This is an optimization exercise on Yosys and OpenROAD, whose aim is small area and a short achievable clock period, not a production implementation. The RTL was checked by simulation tests, not by an equivalence proof against the original design.

==> flow/design.v (outline; a module is shown in full before it is edited, if it fits) <==
// module full_add: 4 lines
// module half_add: 4 lines
// module error_calcu: 23 lines
// module err_sub: 257 lines
// module g_nand2: 3 lines
// module g_nor2: 3 lines
// module g_inv: 3 lines
// module g_aoi21: 3 lines
// module g_oai21: 3 lines
// module g_mux2i: 3 lines
// module coef_regs: 10 lines
// module lsm_top: 5237 lines
module lsm_top(
    (* io_buffer_type = "none" *)input clk_i,
    (* io_buffer_type = "none" *)input rst_n_i,
    (* io_buffer_type = "none" *)input signed [15:0] data_in,
    (* io_buffer_type = "none" *)input signed [15:0] data_ref,
    (* io_buffer_type = "none" *)output signed [15:0] error_o,
    (* io_buffer_type = "none" *)output signed [15:0] data_o
    );
  // ...
==> flow/flow/run.sh <==
#!/bin/bash
set -euo pipefail
MARGIN=7.2
CTS="-sink_clustering_enable -repair_clock_nets -dont_use_dummy_load -sink_clustering_size 24 -sink_clustering_max_diameter 80"
sed -e "s/SETUP_SLACK_MARGIN=[0-9.]*/SETUP_SLACK_MARGIN=$MARGIN/" \
    -e "s/\"\${@:-finish}\"/REMOVE_ABC_BUFFERS=1 CTS_ARGS='$CTS' \"\${@:-finish}\"/" standard.sh > standard_custom.sh
grep -q "SETUP_SLACK_MARGIN=$MARGIN" standard_custom.sh
grep -q "REMOVE_ABC_BUFFERS=1" standard_custom.sh
bash standard_custom.sh > standard.log 2>&1
==> flow/standard.sh <==
#!/bin/bash
# synth_recipe.tcl (not shown) runs the flow's synth.tcl, then flattens the netlist and writes it again
# the make line also repeats each setting of config.mk as NAME=value (left out here)
make -C /OpenROAD-flow-scripts/flow DESIGN_CONFIG=/design/flow/config.mk WORK_HOME=/design/flow/orfs CLKGATE_MAP_FILE= SYNTH_SCRIPT=/design/flow/synth_recipe.tcl "${@:-finish}"
==> flow/config.mk <==
export PLATFORM = sky130hd
export DESIGN_NAME = lsm_top
export DESIGN_NICKNAME = lsm_top
export VERILOG_FILES = /design/flow/design.v
export SDC_FILE = /design/flow/constraint.sdc
export NUM_CORES = 4
export LEC_CHECK = 0
export ABC_AREA = 1
export CAP_MARGIN = 20
export CORE_MARGIN = 2
export CORE_UTILIZATION = 55
export PLACE_DENSITY = 0.65
export SETUP_SLACK_MARGIN = 5
export SLEW_MARGIN = 20
export SYNTH_HIERARCHICAL = 1
export SYNTH_MINIMUM_KEEP_SIZE = 0
==> flow/constraint.sdc <==
create_clock -name core_clock -period 14.0 [get_ports {clk_i}]
set_input_delay 2.8000 -clock core_clock [delete_from_list [all_inputs] [get_ports {clk_i}]]
set_output_delay 2.8000 -clock core_clock [all_outputs]
set_load 0.01 [all_outputs]
==> reports/results.ini, run 1 <==
[setup_path]
endpoint_kind = flop
worst-r2r-setup-slack_ns = 7.06
critical_path_required_ns = 14.59

[timing]
report.final.setup_viol = 0
finClkSkew_ns = 0.0962
grt_setup_unrepaired = yes
period_share_pct = 49.6

[place]
detailedPlacementHpwl_um = 320000

[cells_and_area]
drive_gt1_share_pct = 13.9
nNetsFinal = 11733
layout.cells.most_common = sky130_fd_sc_hd__xor2_1
final_cells = 11838
buffers = 515
flops_and_latches = 573
area_delta_synth_final_pct = 7.36

[cts]
postCtsHoldBufs = 0
cts_num_sinks = 573

[die]
total_core_area_um2 = 181000
die_h_um = 430
i_o_pins = 66
num_rows = 156

[route]
antenna_violating_nets_post_route = 0
wl_met3_um = 62400
wl_um = 424000

[global_routing]
global_route_wire_length_before_repair_um = 603000
grt.busiest_layer = met2

[synth]
simple_gate_area_share_of_the_yosys_netlist_pct = 5.26
mapped_cell_area_um2 = 99700
syn_inst = 9607
yosys_most_used_dff = sky130_fd_sc_hd__dfrtp_1
most_instantiated_cells_after_synthesis = sky130_fd_sc_hd__xor2_1 (1,996), sky130_fd_sc_hd__fa_1 (1,966), sky130_fd_sc_hd__o22ai_1 (1,596), sky130_fd_sc_hd__nand2_1 (818), sky130_fd_sc_hd__inv_1 (538)
postSynthRegisterBits = 573
synth.area.mux_share_pct = 0

[hold_path]
hold_path_depth = 0
hold_end = error_calcu_dut.ref3[4]

[outcome]
run_status = no timing/DRC/antenna violations

==> inputs of run 2 (changes only) <==
==> flow/flow/run.sh (replaced) <==
#!/bin/bash
set -euo pipefail
MARGIN=7.2
CTS="-sink_clustering_enable -repair_clock_nets -dont_use_dummy_load"
sed -e "s/SETUP_SLACK_MARGIN=[0-9.]*/SETUP_SLACK_MARGIN=$MARGIN/" \
    -e "s/\"\${@:-finish}\"/REMOVE_ABC_BUFFERS=1 CTS_ARGS='$CTS' \"\${@:-finish}\"/" standard.sh > standard_custom.sh
grep -q "SETUP_SLACK_MARGIN=$MARGIN" standard_custom.sh
grep -q "REMOVE_ABC_BUFFERS=1" standard_custom.sh
bash standard_custom.sh > standard.log 2>&1
==> run 2 against run 1 <==
Routed wire length decreased by 0.60%. Non-clock buffer count decreased by 43. Register-to-register slack improved by 0.11 ns. Sequential share of layout area increased by 0.074 points. Utilization decreased by 0.37 points. Cell area decreased by 0.62%. Maximum frequency increased by 1.7%. Die area unchanged. Critical path type unchanged.
==> reports/results.ini, run 2 <==
[synth]
yosysWarningCount = 9  ; unchanged
synth-xor-area-share_pct = 17.8  ; unchanged
post-synth-top-area-cell = sky130_fd_sc_hd__fa_1  ; unchanged
synth_fa_ha_area_share_pct = 42.9  ; unchanged
synthesis.area_per_instance_um2 = 10.4  ; unchanged
yosysUniqueCellTypes = 46  ; unchanged
netlist.area_leader.share_pct = 39.5  ; unchanged
synth.area.mux_share_pct = 0  ; unchanged
mapped_cell_area_um2 = 99700  ; unchanged
post_synthesis_async_set_or_reset_flop_share_pct = 56.5  ; unchanged
netlist_top_cells_area = sky130_fd_sc_hd__fa_1 (39%), sky130_fd_sc_hd__xor2_1 (18%), sky130_fd_sc_hd__o22ai_1 (10%)  ; unchanged
most_instantiated_cells_after_synthesis = sky130_fd_sc_hd__xor2_1 (1,996), sky130_fd_sc_hd__fa_1 (1,966), sky130_fd_sc_hd__o22ai_1 (1,596), sky130_fd_sc_hd__nand2_1 (818), sky130_fd_sc_hd__inv_1 (538)  ; unchanged
syn_inst = 9607  ; unchanged
synth_top_family_by_area = adder cells  ; unchanged
simple_gate_area_share_of_the_yosys_netlist_pct = 5.26  ; unchanged
postSynthRegisterBits = 573  ; unchanged
yosys.cell_count.top_type = sky130_fd_sc_hd__xor2_1  ; unchanged
synth_edf_count = 0  ; unchanged
synth.yosys.seq_area_share_pct = 13.2  ; unchanged
synth_compound_gate_area_share_pct = 14.3  ; unchanged
yosys_most_used_dff = sky130_fd_sc_hd__dfrtp_1  ; unchanged

[die]
die_h_um = 430  ; unchanged
total_core_area_um2 = 181000  ; unchanged
die-width_um = 430  ; unchanged
num_rows = 156  ; unchanged
i_o_pins = 66  ; unchanged
die_area_um2 = 185000  ; unchanged
start_util_pct = 55.2  ; unchanged

[route]
antenna_violating_nets_post_route = 0  ; unchanged
drt-initial-drc-count = 11865  ; was 12,476
wl_um = 422000  ; was 424,000 um
drt-wirelength-per-cell_um = 35.7  ; was 35.8 um
vias_per_cell = 6.93  ; was 6.94
dr.pass1.iters = 8  ; unchanged
detail_route.drc_violations = 0  ; unchanged
vias = 81680  ; was 82,102

[cells_and_area]
nNetsFinal = 11692  ; was 11,733
layout.cells.most_common = sky130_fd_sc_hd__xor2_1  ; unchanged
drive_gt1_share_pct = 13.2  ; was 13.9%
area_delta_synth_final_pct = 6.69  ; was 7.36%
layout_common_cells = sky130_fd_sc_hd__xor2_1 (1,986), sky130_fd_sc_hd__fa_1 (1,950), sky130_fd_sc_hd__o22ai_1 (1,591)  ; was sky130_fd_sc_hd__xor2_1 (1,983), sky130_fd_sc_hd__fa_1 (1,942), sky130_fd_sc_hd__o22ai_1 (1,590)
largest_registers = coef_update_dut.coefs: 144 flops, taps9: 144 flops  ; unchanged
fill_cells = 15318  ; was 15,234

[global_routing]
maximum_number_of_pins_on_one_net_before_global_route_repair = 136  ; unchanged
grt_util_met3_pct = 16.8  ; about the same
grt_antenna_before_repair = 11  ; was 14
grt.busiest_layer = met2  ; unchanged
use_met1_pct = 57.4  ; was 57.5%
grt_util_met2_pct = 64.1  ; was 63.8%
first_global_vias = 82704  ; was 82,827
global_route_wire_length_before_repair_um = 602000  ; was 603,000 um
grt_use_total_pct = 45.6  ; about the same
overflow = 0  ; unchanged

[setup_path]
cpPeakStageDelay_ns = 0.64  ; was 0.72 ns
cp_data_arrival_time_ns = 7.46  ; was 7.53 ns
critical_path_required_ns = 14.63  ; was 14.59 ns
cp_common_cell = sky130_fd_sc_hd__fa_1  ; unchanged
criticalPathCategory = reg -> reg  ; unchanged
crit_slowest_cell = sky130_fd_sc_hd__fa_1  ; was sky130_fd_sc_hd__dfrtp_1
endpoint_kind = flop  ; unchanged
critPathLaunchType = flop  ; unchanged
worstPathCellList = inv_2 -> nand2_2 -> nand2_2 -> o22ai_1 -> xor2_1 -> fa_1 -> fa_1 -> fa_1 -> fa_1 -> fa_1 -> fa_1 -> fa_1 -> fa_1 -> ha_1 -> nand2_1 -> inv_1 -> nand3_1 -> nor3_2 -> nand2_1 -> o2111ai_1  ; was nand2_1 -> inv_1 -> nor2_1 -> inv_1 -> o22ai_1 -> xor2_1 -> fa_1 -> fa_1 -> fa_1 -> fa_1 -> fa_1 -> fa_1 -> fa_1 -> fa_1 -> fa_1
maximum_net_fanout_on_the_critical_path = 16  ; was 15

[place]
dp_worst_setup_slack_ns = 6.07  ; unchanged
detailedPlacementHpwl_um = 320000  ; unchanged
port-buffer-count = 65  ; unchanged
globalplace.congestion = 1.11  ; unchanged

[cts]
clk_pin_slew_worst_paths_ns = 0.07  ; was 0.08 ns
cts_buffers = 77  ; was 71
cts_tree = done  ; unchanged
clock-root-buffer = sky130_fd_sc_hd__clkbuf_16  ; unchanged
cts_num_sinks = 573  ; unchanged
cts_htree_levels = 3  ; unchanged
postCtsHoldBufs = 0  ; unchanged
buffers_from_clock_root_to_sink_at_most = 3  ; unchanged
insertion_delay_of_the_later_clocked_pin_in_the_worst_skew_pair_ns = 0.76  ; was 0.77 ns

[timing]
post-route-worst-setup-slack_ns = 7.17  ; was 7.06 ns
finClkSkew_ns = 0.0983  ; was 0.0962 ns
slew_violations = 0  ; unchanged
final.setup.tns_ns = 0  ; unchanged
min_period_ns = 6.83  ; was 6.94 ns
grt_setup_unrepaired = yes  ; unchanged
period_share_pct = 48.8  ; was 49.6%
worstMarginPinSlew_ns = 1.14  ; was 1.15 ns
fmax_mhz = 146  ; was 144 MHz
timing_hold_violations_final = 0  ; unchanged
report.final.setup_viol = 0  ; unchanged
worst_slew_margin_rel_pct = 24.1  ; was 23.3%

[hold_path]
hold_class = reg -> reg  ; unchanged

[outcome]
run_status = no timing/DRC/antenna violations  ; unchanged

[job]
drv.max_cap_violation_count = 0  ; unchanged

## run 2: path summary, 6_finish.rpt
check,startpoint,end,slack [ns],cells after the start
min in group asynchronous,rst_n_i,coef_update_dut.coefs[122],2.12,1
max in group asynchronous,rst_n_i,coef_update_dut.coefs[24],9.50,3
worst max register to register,taps9[100],sc,7.17,20
worst max-delay path,taps9[100],sc,7.17,20
worst min-delay path,error_calcu_dut.ref2[4],error_calcu_dut.ref3[4],0.26,0
worst min register to register,error_calcu_dut.ref2[4],error_calcu_dut.ref3[4],0.26,0
## run 2: critical path, delay by kind of cell (launching register included)
kind,cells,cell delay [ns]
AOI/OAI and AO/OA,2,0.40
and+or+nand+nor,6,0.84
adders and majority gates,9,4.36
buffers and inverters,2,0.36
DFF,1,0.59
xor gates and xnor gates,1,0.22
## run 2: layout make-up
| type | instances | area (um^2) | area share (%) |
|---|---|---|---|
| Sequential cell | 573 | 13200 | 12.4 |
| Clock buffer | 77 | 1930 | 1.81 |
| Multi-Input combinational cell | 7611 | 81200 | 76.3 |
| Timing Repair inverter | 2 | 15.0 | 0.0141 |
| Antenna cell | 9 | 22.5 | 0.0212 |
| Tap cell | 2370 | 2970 | 2.79 |
| Timing Repair Buffer | 472 | 4150 | 3.90 |
| Inverter | 679 | 2880 | 2.70 |
## run 2: layer usage
| metal | wire, um | up-vias |
|---|---|---|
| met5 | 27 | - |
| met4 | 41000 | 4 |
| met3 | 61600 | 1674 |
| met2 | 173000 | 7088 |
| met1 | 146000 | 41383 |
| li1 | - | 31531 |
## run 2: Yosys stat by module, one instance, submodules excluded
module       flops+latches  times used  cells inside  area (um^2)
g_inv                    0           4             1         3.75
full_add                 0        1880             1         20.0
g_oai21                  0          20             1         5.00
half_add                 0         115             1         12.5
g_nand2                  0          35             1         3.75
g_aoi21                  0          25             1         8.76
error_calcu            144           1           178         3050
g_mux2i                  0          15             6         22.5
lsm_top                285           1          6965        52600
g_nor2                   0          25             1         3.75
coef_regs              144           1           144         3600
err_sub                  0           1           126          477
## run 2: stage by stage
stage	utilization [%]	cell area, um^2	hold WS [ns]	cells
2_1_floorplan	-	95900	0.310	8863
3_3_place_gp	56.1	101000	0.310	11521
3_5_place_dp	56.1	101000	0.312	11521
4_1_cts	58.1	105000	0.260	11694
5_1_grt	58.9	106000	0.269	11784
6_report	58.9	106000	0.260	11793
## run 2: cells by family (layout without fill, tap and decap cells)
kind of cell | count (synthesis) | after routing
adder cells (fa/ha/maj) | 2242 | 2242
AO/OA/AOI/OAI | 2105 | 2105
XOR/XNOR | 2030 | 2030
buffers and inverters | 1426 | 1230
AND/OR/NAND/NOR | 1230 | 1230
flip-flops | 573 | 573
other | 1 | 13
## run 2: what timing repair did
action	4_1_cts	5_1_grt
cloned	2	1
endpoints found under the hold margin	0	0
pin swaps	45	54
gates resized for setup	388	157
setup endpoints to repair	47	48
setup buffers	94	89
==> inputs of run 3 (changes only) <==
--- a/flow/config.mk
+++ b/flow/config.mk
@@ -14,3 +14,4 @@
 export SLEW_MARGIN = 20
 export SYNTH_HIERARCHICAL = 1
 export SYNTH_MINIMUM_KEEP_SIZE = 0
+export TNS_END_PERCENT = 20
==> run 3 against run 2 <==
Maximum frequency fell by 2.2%. Worst hold slack got worse by 0.0039 ns. Flip-flop and latch count did not move. First-iteration DRC count rose by 4.4%. Critical endpoint is now sb[1]. Worst setup slack got worse by 0.15 ns. Critical path depth fell by 5. Via count fell by 0.53%. Utilization barely moved. Synthesized cell count did not move. Sequential share of layout area barely moved.
==> reports/results.ini, run 3 <==
[outcome]
run_status = no timing/DRC/antenna violations  ; unchanged

[die]
i_o_pins = 66  ; unchanged
start_util_pct = 55.2  ; unchanged
num_rows = 156  ; unchanged
die_area_um2 = 185000  ; unchanged
die_h_um = 430  ; unchanged
die-width_um = 430  ; unchanged
total_core_area_um2 = 181000  ; unchanged

[synth]
synth.yosys.seq_area_share_pct = 13.2  ; unchanged
yosysUniqueCellTypes = 46  ; unchanged
post_synthesis_async_set_or_reset_flop_share_pct = 56.5  ; unchanged
yosys.cell_count.top_type = sky130_fd_sc_hd__xor2_1  ; unchanged
netlist_top_cells_area = sky130_fd_sc_hd__fa_1 (39%), sky130_fd_sc_hd__xor2_1 (18%), sky130_fd_sc_hd__o22ai_1 (10%)  ; unchanged
mapped_cell_area_um2 = 99700  ; unchanged
yosys_most_used_dff = sky130_fd_sc_hd__dfrtp_1  ; unchanged
post-synth-top-area-cell = sky130_fd_sc_hd__fa_1  ; unchanged
synthesis.area_per_instance_um2 = 10.4  ; unchanged
most_instantiated_cells_after_synthesis = sky130_fd_sc_hd__xor2_1 (1,996), sky130_fd_sc_hd__fa_1 (1,966), sky130_fd_sc_hd__o22ai_1 (1,596), sky130_fd_sc_hd__nand2_1 (818), sky130_fd_sc_hd__inv_1 (538)  ; unchanged
synth_edf_count = 0  ; unchanged
yosysWarningCount = 9  ; unchanged
postSynthRegisterBits = 573  ; unchanged
syn_inst = 9607  ; unchanged
netlist.area_leader.share_pct = 39.5  ; unchanged

[timing]
timing.hold.ws_ns = 0.256  ; was 0.260 ns
min_period_ns = 6.98  ; was 6.83 ns
final.setup.tns_ns = 0  ; unchanged
finClkSkew_ns = 0.107  ; was 0.0983 ns
grt_setup_unrepaired = yes  ; unchanged
report.final.setup_viol = 0  ; unchanged
period_share_pct = 49.9  ; was 48.8%
slew_violations = 0  ; unchanged
worst_slew_margin_rel_pct = 23.8  ; was 24.1%
worstMarginPinSlew_ns = 1.14  ; about the same
timing_hold_violations_final = 0  ; unchanged
fmax_mhz = 143  ; was 146 MHz

[setup_path]
critical_path_required_ns = 14.59  ; was 14.63 ns
maximum_net_fanout_on_the_critical_path = 22  ; was 16
critPathLaunchType = flop  ; unchanged
worstSetupEndpoint = sb[1]  ; was sc
worst_r2r_path_depth = 15  ; was 20
endpoint_kind = flop  ; unchanged
endpoint_of_the_most_critical_register_to_register_path = sb[1]  ; was sc
worstPathCellList = buf_4 -> inv_2 -> nand2_1 -> o21ai_2 -> buf_4 -> o22ai_1 -> xor2_1 -> fa_1 -> fa_1 -> fa_1 -> fa_1 -> fa_1 -> fa_1 -> fa_1 -> fa_1  ; was inv_2 -> nand2_2 -> nand2_2 -> o22ai_1 -> xor2_1 -> fa_1 -> fa_1 -> fa_1 -> fa_1 -> fa_1 -> fa_1 -> fa_1 -> fa_1 -> ha_1 -> nand2_1 -> inv_1 -> nand3_1 -> nor3_2 -> nand2_1 -> o2111ai_1
crit_slowest_cell = sky130_fd_sc_hd__fa_1  ; unchanged
worst-r2r-setup-slack_ns = 7.02  ; was 7.17 ns
cp_data_arrival_time_ns = 7.57  ; was 7.46 ns
criticalPathCategory = reg -> reg  ; unchanged
origin_of_the_critical_flop_to_flop_path = taps9[141]  ; was taps9[100]
worstSetupStartpoint = taps9[141]  ; was taps9[100]
cp_common_cell = sky130_fd_sc_hd__fa_1  ; unchanged
cpPeakStageDelay_ns = 0.78  ; was 0.64 ns

[global_routing]
overflow = 0  ; unchanged
maximum_number_of_pins_on_one_net_before_global_route_repair = 136  ; unchanged
global_route_wire_length_before_repair_um = 598000  ; was 602,000 um
grt_use_total_pct = 45.2  ; was 45.6%
first_global_vias = 82264  ; was 82,704
grt_antenna_before_repair = 8  ; was 11

[cts]
insertion_delay_of_the_later_clocked_pin_in_the_worst_skew_pair_ns = 0.76  ; about the same
cts_num_sinks = 573  ; unchanged
cts_tree = done  ; unchanged
clock-root-buffer = sky130_fd_sc_hd__clkbuf_16  ; unchanged
cts_htree_levels = 3  ; unchanged
cts_buffers = 77  ; unchanged
clk_pin_slew_worst_paths_ns = 0.07  ; about the same
buffers_from_clock_root_to_sink_at_most = 3  ; unchanged

[job]
drv.max_cap_violation_count = 0  ; unchanged

[route]
wl_um = 420000  ; was 422,000 um
vias = 81247  ; was 81,680
drt-wirelength-per-cell_um = 35.6  ; was 35.7 um
drt-initial-drc-count = 12389  ; was 11,865
dr.pass1.iters = 7  ; was 8
vias_per_cell = 6.89  ; was 6.93
antenna_violating_nets_post_route = 0  ; unchanged
detail_route.drc_violations = 0  ; unchanged

[cells_and_area]
drive_gt1_share_pct = 13.2  ; about the same
nNetsFinal = 11694  ; was 11,692
layout_common_cells = sky130_fd_sc_hd__xor2_1 (1,986), sky130_fd_sc_hd__fa_1 (1,950), sky130_fd_sc_hd__o22ai_1 (1,590)  ; was sky130_fd_sc_hd__xor2_1 (1,986), sky130_fd_sc_hd__fa_1 (1,950), sky130_fd_sc_hd__o22ai_1 (1,591)
layout.cells.most_common = sky130_fd_sc_hd__xor2_1  ; unchanged
finish.utilization_pct = 58.9  ; about the same
area_delta_synth_final_pct = 6.69  ; about the same
final_cells = 11796  ; was 11,793
largest_registers = coef_update_dut.coefs: 144 flops, taps9: 144 flops  ; unchanged

[place]
globalplace.congestion = 1.11  ; unchanged
detailedPlacementHpwl_um = 320000  ; unchanged
dp.cells = 11521  ; unchanged
port-buffer-count = 65  ; unchanged

[hold_path]
min_from = error_calcu_dut.ref2[4]  ; unchanged
hold_class = reg -> reg  ; unchanged

run 3: what timing repair did:
item | CTS | global route
setup buffers | 60 | 126
pin swaps | 40 | 29
hold buffers | 0 | 0
endpoints found under the setup margin | 47 | 49
cloned | 0 | 2
gates resized for setup | 323 | 187
run 3: layer usage:
layer | part of all wire [%] | global-route usage [%] | vias to the layer above
met5 | 0.060 | 0.911 | -
met2 | 41 | 63.7 | 6967
met3 | 14 | 15.2 | 1631
met1 | 35 | 57.6 | 41133
met4 | 9.7 | 33.8 | 4
li1 | - | - | 31512
run 3: cell families (layout without fill, tap and decap cells):
| group | after synthesis | count (layout) | synth area share, % |
|---|---|---|---|
| buf+inv | 1426 | 1232 | 6.48 |
| flops | 573 | 573 | 13.2 |
| compound gates | 2105 | 2105 | 14.3 |
| xor+xnor | 2030 | 2030 | 17.8 |
| fa+ha+maj | 2242 | 2242 | 42.9 |
| simple gates | 1230 | 1230 | 5.26 |
| other cells | 1 | 14 | 0.00376 |
run 3: worst min-delay path by stage:
stage / end / cells past startpoint
final: error_calcu_dut.ref3[4] / 0
after global placement: error_calcu_dut.ref7[5] / 0
after floorplan: d3[0] / 0
after detailed placement: error_calcu_dut.ref3[15] / 0
after CTS: error_calcu_dut.ref3[4] / 0
after global routing: error_calcu_dut.ref3[4] / 0
run 3: cell type report:
| type | count | area (um^2) |
|---|---|---|
| repair inverters | 1 | 8.76 |
| well taps | 2370 | 2970 |
| inverters | 679 | 2900 |
| flip-flops and latches | 573 | 13200 |
| diodes | 10 | 25.0 |
| repair buffers | 475 | 4190 |
| clock buffers | 77 | 1930 |
| fillers | 15308 | 74100 |
| multi-input cells | 7611 | 81100 |
run 3: per-module statistics from Yosys, one instance, submodules excluded, a selection:
| module | times used | area (um^2) | flip-flops and latches | cells |
|---|---|---|---|---|
| coef_regs | 1 | 3600 | 144 | 144 |
| error_calcu | 1 | 3050 | 144 | 178 |
| full_add | 1880 | 20.0 | 0 | 1 |
| g_aoi21 | 25 | 8.76 | 0 | 1 |
| g_inv | 4 | 3.75 | 0 | 1 |
| g_mux2i | 15 | 22.5 | 0 | 6 |
| g_nand2 | 35 | 3.75 | 0 | 1 |
| g_nor2 | 25 | 3.75 | 0 | 1 |
| g_oai21 | 20 | 5.00 | 0 | 1 |
| half_add | 115 | 12.5 | 0 | 1 |
| lsm_top | 1 | 52600 | 285 | 6965 |
run 3: through the flow:
step	setup WS (ns)	instance area [um^2]
floorplan	5.65	95900
global placement	6.05	101000
detailed placement	6.07	101000
CTS	7.07	104000
global route	6.99	106000
finish	7.02	106000
run 3: worst max-delay path, delay by kind of cell (launching register included):
family	cells	cell delay [ns]
buffers and inverters	3	0.83
flip-flops	1	0.32
AO/OA/AOI/OAI	2	0.26
XOR/XNOR	1	0.58
adder cells (fa/ha/maj)	8	4.74
AND/OR/NAND/NOR	1	0.13
==> inputs of run 4 (changes only) <==
--- a/flow/flow/run.sh
+++ b/flow/flow/run.sh
@@ -1,6 +1,6 @@
 #!/bin/bash
 set -euo pipefail
-MARGIN=7.2
+MARGIN=7.4
 CTS="-sink_clustering_enable -repair_clock_nets -dont_use_dummy_load"
 sed -e "s/SETUP_SLACK_MARGIN=[0-9.]*/SETUP_SLACK_MARGIN=$MARGIN/" \
     -e "s/\"\${@:-finish}\"/REMOVE_ABC_BUFFERS=1 CTS_ARGS='$CTS' \"\${@:-finish}\"/" standard.sh > standard_custom.sh
--- a/flow/config.mk
+++ b/flow/config.mk
@@ -14,4 +14,3 @@
 export SLEW_MARGIN = 20
 export SYNTH_HIERARCHICAL = 1
 export SYNTH_MINIMUM_KEEP_SIZE = 0
-export TNS_END_PERCENT = 20
==> run 4 against run 3 <==
Clock skew fell by 0.0055 ns. Global-route usage rose by 0.99 points. Synthesized cell count is the same. Maximum frequency is 3.1% higher. Critical path type unchanged.
==> reports/results.ini, run 4 <==
[cells_and_area]
nNetsFinal = 11813  ; was 11,694
final_design_area_no_fill_um2 = 109000  ; was 106,000 um^2
layout_common_cells = sky130_fd_sc_hd__xor2_1 (1,969), sky130_fd_sc_hd__fa_1 (1,881), sky130_fd_sc_hd__o22ai_1 (1,572)  ; was sky130_fd_sc_hd__xor2_1 (1,986), sky130_fd_sc_hd__fa_1 (1,950), sky130_fd_sc_hd__o22ai_1 (1,590)
area_delta_synth_final_pct = 9.26  ; was 6.69%
drive_gt1_share_pct = 16.0  ; was 13.2%
layout.cells.most_common = sky130_fd_sc_hd__xor2_1  ; unchanged
largest_registers = coef_update_dut.coefs: 144 flops, taps9: 144 flops  ; unchanged

[timing]
worstMarginPinSlew_ns = 1.15  ; was 1.14 ns
report.final.setup_viol = 0  ; unchanged
slew_violations = 0  ; unchanged
timing_hold_violations_final = 0  ; unchanged
final.setup.tns_ns = 0  ; unchanged
period_share_pct = 48.4  ; was 49.9%
fmax_mhz = 148  ; was 143 MHz
post-route-worst-setup-slack_ns = 7.23  ; was 7.02 ns
finClkSkew_ns = 0.101  ; was 0.107 ns
worst_slew_margin_rel_pct = 23.1  ; was 23.8%
grt_setup_unrepaired = yes  ; unchanged
min_period_ns = 6.77  ; was 6.98 ns

[die]
die_area_um2 = 185000  ; unchanged
total_core_area_um2 = 181000  ; unchanged
num_rows = 156  ; unchanged
die-width_um = 430  ; unchanged
start_util_pct = 55.2  ; unchanged
die_h_um = 430  ; unchanged
i_o_pins = 66  ; unchanged

[synth]
netlist.area_leader.share_pct = 39.5  ; unchanged
post-synth-top-area-cell = sky130_fd_sc_hd__fa_1  ; unchanged
mapped_cell_area_um2 = 99700  ; unchanged
yosysUniqueCellTypes = 46  ; unchanged
yosysWarningCount = 9  ; unchanged
syn_inst = 9607  ; unchanged
yosys.cell_count.top_type = sky130_fd_sc_hd__xor2_1  ; unchanged
synth_edf_count = 0  ; unchanged
postSynthRegisterBits = 573  ; unchanged
most_instantiated_cells_after_synthesis = sky130_fd_sc_hd__xor2_1 (1,996), sky130_fd_sc_hd__fa_1 (1,966), sky130_fd_sc_hd__o22ai_1 (1,596), sky130_fd_sc_hd__nand2_1 (818), sky130_fd_sc_hd__inv_1 (538)  ; unchanged
synth.yosys.seq_area_share_pct = 13.2  ; unchanged
post_synthesis_async_set_or_reset_flop_share_pct = 56.5  ; unchanged
synthesis.area_per_instance_um2 = 10.4  ; unchanged
yosys_most_used_dff = sky130_fd_sc_hd__dfrtp_1  ; unchanged
netlist_top_cells_area = sky130_fd_sc_hd__fa_1 (39%), sky130_fd_sc_hd__xor2_1 (18%), sky130_fd_sc_hd__o22ai_1 (10%)  ; unchanged

[cts]
insertion_delay_of_the_later_clocked_pin_in_the_worst_skew_pair_ns = 0.76  ; about the same
clk_pin_slew_worst_paths_ns = 0.07  ; about the same
postCtsHoldBufs = 0  ; unchanged
buffers_from_clock_root_to_sink_at_most = 3  ; unchanged
cts_num_sinks = 573  ; unchanged
cts_htree_levels = 3  ; unchanged
clock-root-buffer = sky130_fd_sc_hd__clkbuf_16  ; unchanged
cts_tree = done  ; unchanged
cts_buffers = 77  ; unchanged

[setup_path]
endpoint_of_the_most_critical_register_to_register_path = sc  ; was sb[1]
origin_of_the_critical_flop_to_flop_path = taps9[132]  ; was taps9[141]
criticalPathCategory = reg -> reg  ; unchanged
worst-r2r-setup-slack_ns = 7.23  ; was 7.02 ns
critPathLaunchType = flop  ; unchanged
worst_r2r_path_depth = 22  ; was 15
maximum_net_fanout_on_the_critical_path = 15  ; was 22
critical_path_required_ns = 14.62  ; was 14.59 ns
endpoint_kind = flop  ; unchanged
cp_data_arrival_time_ns = 7.39  ; was 7.57 ns

[global_routing]
overflow = 0  ; unchanged
maximum_number_of_pins_on_one_net_before_global_route_repair = 136  ; unchanged
global_route_wire_length_before_repair_um = 609000  ; was 598,000 um
grt_antenna_before_repair = 15  ; was 8
grt_use_total_pct = 46.2  ; was 45.2%
first_global_vias = 83381  ; was 82,264

[route]
drt-initial-drc-count = 12475  ; was 12,389
vias_per_cell = 6.95  ; was 6.89
wl_um = 430000  ; was 420,000 um
vias = 82831  ; was 81,247
dr.pass1.iters = 8  ; was 7
detail_route.drc_violations = 0  ; unchanged
antenna_violating_nets_post_route = 0  ; unchanged
drt-wirelength-per-cell_um = 36.1  ; was 35.6 um

[hold_path]
hold_end = error_calcu_dut.ref3[4]  ; unchanged
hold_class = reg -> reg  ; unchanged
hold_path_depth = 0  ; unchanged
min_from = error_calcu_dut.ref2[4]  ; unchanged

[place]
globalplace.congestion = 1.11  ; unchanged
detailedPlacementHpwl_um = 320000  ; unchanged
port-buffer-count = 65  ; unchanged
dp_worst_setup_slack_ns = 6.07  ; unchanged
dpl-instance-area_um2 = 101000  ; unchanged

[job]
drv.max_cap_violation_count = 0  ; unchanged

[outcome]
run_status = no timing/DRC/antenna violations  ; unchanged

==> run 4: cell counts after synthesis <==
Identical to the previous run, type by type.
==> run 4: what timing repair did <==
action	CTS	global route
setup buffers	177	112
resized for setup	616	285
pin swaps	106	118
cloned	12	6
setup endpoints to repair	55	55
==> run 4: cell families (layout without fill, tap and decap cells) <==
logic type	Yosys count	after routing	synth area share [%]
flops	573	573	13.2
fa+ha+maj	2242	2242	42.9
xor+xnor	2030	2030	17.8
other cells	1	19	0.00376
simple gates	1230	1230	5.26
compound gates	2105	2105	14.3
buf+inv	1426	1351	6.48
==> run 4: how the worst max path moves through the flow <==
stage	start	depth (start not counted)	slack (ns)	endpoint
floorplan	e_neg[1]	12	5.65	coef_update_dut.coefs[143]
global placement	data_in[0]	9	6.05	error_o[15]
detailed placement	data_in[0]	9	6.07	error_o[15]
CTS	data_in[1]	11	7.27	error_o[12]
global route	taps9[131]	23	7.06	sc
finish	taps9[132]	22	7.23	sc
==> run 4: stage by stage <==
step	utilization, %	std cells	hold slack (ns)
floorplan	-	8863	0.310
global placement	56.1	11521	0.310
detailed placement	56.1	11521	0.312
CTS	59.1	11787	0.260
global route	60.3	11905	0.269
finish	60.4	11920	0.256
==> run 4: cell type report <==
cell class / instances / area, um^2
well taps: 2370 / 2970
repair buffers: 585 / 5590
repair inverters: 10 / 67.6
multi-input cells: 7611 / 82100
clock buffers: 77 / 1930
flip-flops and latches: 573 / 13300
fillers: 15057 / 71600
inverters: 679 / 3000
diodes: 15 / 37.5
==> run 4: critical path, cell delays in order, from the launching register on <==
cell and delay (ns):
sky130_fd_sc_hd__dfrtp_1 0.59, sky130_fd_sc_hd__clkinvlp_4 0.18, sky130_fd_sc_hd__nand2_2 0.18, sky130_fd_sc_hd__nor2_2 0.07, sky130_fd_sc_hd__nor2_4 0.11, sky130_fd_sc_hd__buf_8 0.23, sky130_fd_sc_hd__o22ai_1 0.13, sky130_fd_sc_hd__xor2_1 0.19
sky130_fd_sc_hd__fa_1 0.53, sky130_fd_sc_hd__fa_2 0.79, sky130_fd_sc_hd__fa_2 0.50, sky130_fd_sc_hd__fa_1 0.40, sky130_fd_sc_hd__fa_1 0.44, sky130_fd_sc_hd__fa_2 0.57, sky130_fd_sc_hd__fa_2 0.45, sky130_fd_sc_hd__fa_1 0.45
sky130_fd_sc_hd__ha_1 0.31, sky130_fd_sc_hd__nand2_2 0.08, sky130_fd_sc_hd__inv_1 0.07, sky130_fd_sc_hd__nand3_1 0.07, sky130_fd_sc_hd__nor3_2 0.12, sky130_fd_sc_hd__nand2_1 0.09, sky130_fd_sc_hd__o2111ai_2 0.11
==> run 4: metal layers <==
layer	wire length, um	track usage, %
met1	147000	58.2
met2	175000	64.6
met3	65300	17.4
met4	42200	34.4
met5	172	0
==> run 4: modules after synthesis (local to each module, per instance), excerpt <==
module	area (um^2)	cells inside	flip-flops and latches	copies in the design
lsm_top	52600	6965	285	1
error_calcu	3050	178	144	1
err_sub	477	126	0	1
g_mux2i	22.5	6	0	15
g_nor2	3.75	1	0	25
g_inv	3.75	1	0	4
g_nand2	3.75	1	0	35

==> what the ideal ports hide <==
Ports are ideal in the flow. The routed layouts listed here were re-timed in OpenROAD.
Step 1, drivers: a clkbuf_16 drives clk_i and a buf_2 each remaining input, both assumed.
Step 2, shift: input delay + t, output delay - t, t = (earliest + latest rising clock arrival at the registers) / 2. This alone moves slack from input paths to output paths.
Three values: ideal, step 1, step 2; two values: the first two.
| run | t, ns | slack for setup (ns) | slew at the worst register clock pin (ns) | cell pins on the clock port's net |
|---|---|---|---|---|
| run 1 | 0.807 | 7.057 / 7.057 / 7.057 | 0.09 / 0.09 | 1 |
| run 2 | 0.798 | 7.171 / 7.158 / 7.158 | 0.07 / 0.07 | 1 |
| run 3 | 0.802 | 7.019 / 7.019 / 7.019 | 0.07 / 0.07 | 1 |
| run 4 | 0.802 | 7.231 / 7.222 / 7.222 | 0.07 / 0.07 | 1 |
After both steps every run listed still meets setup and hold. For run 2, which loses most, drivers alone change the setup slack by -0.013 ns; drivers and shift together by -0.013 ns.
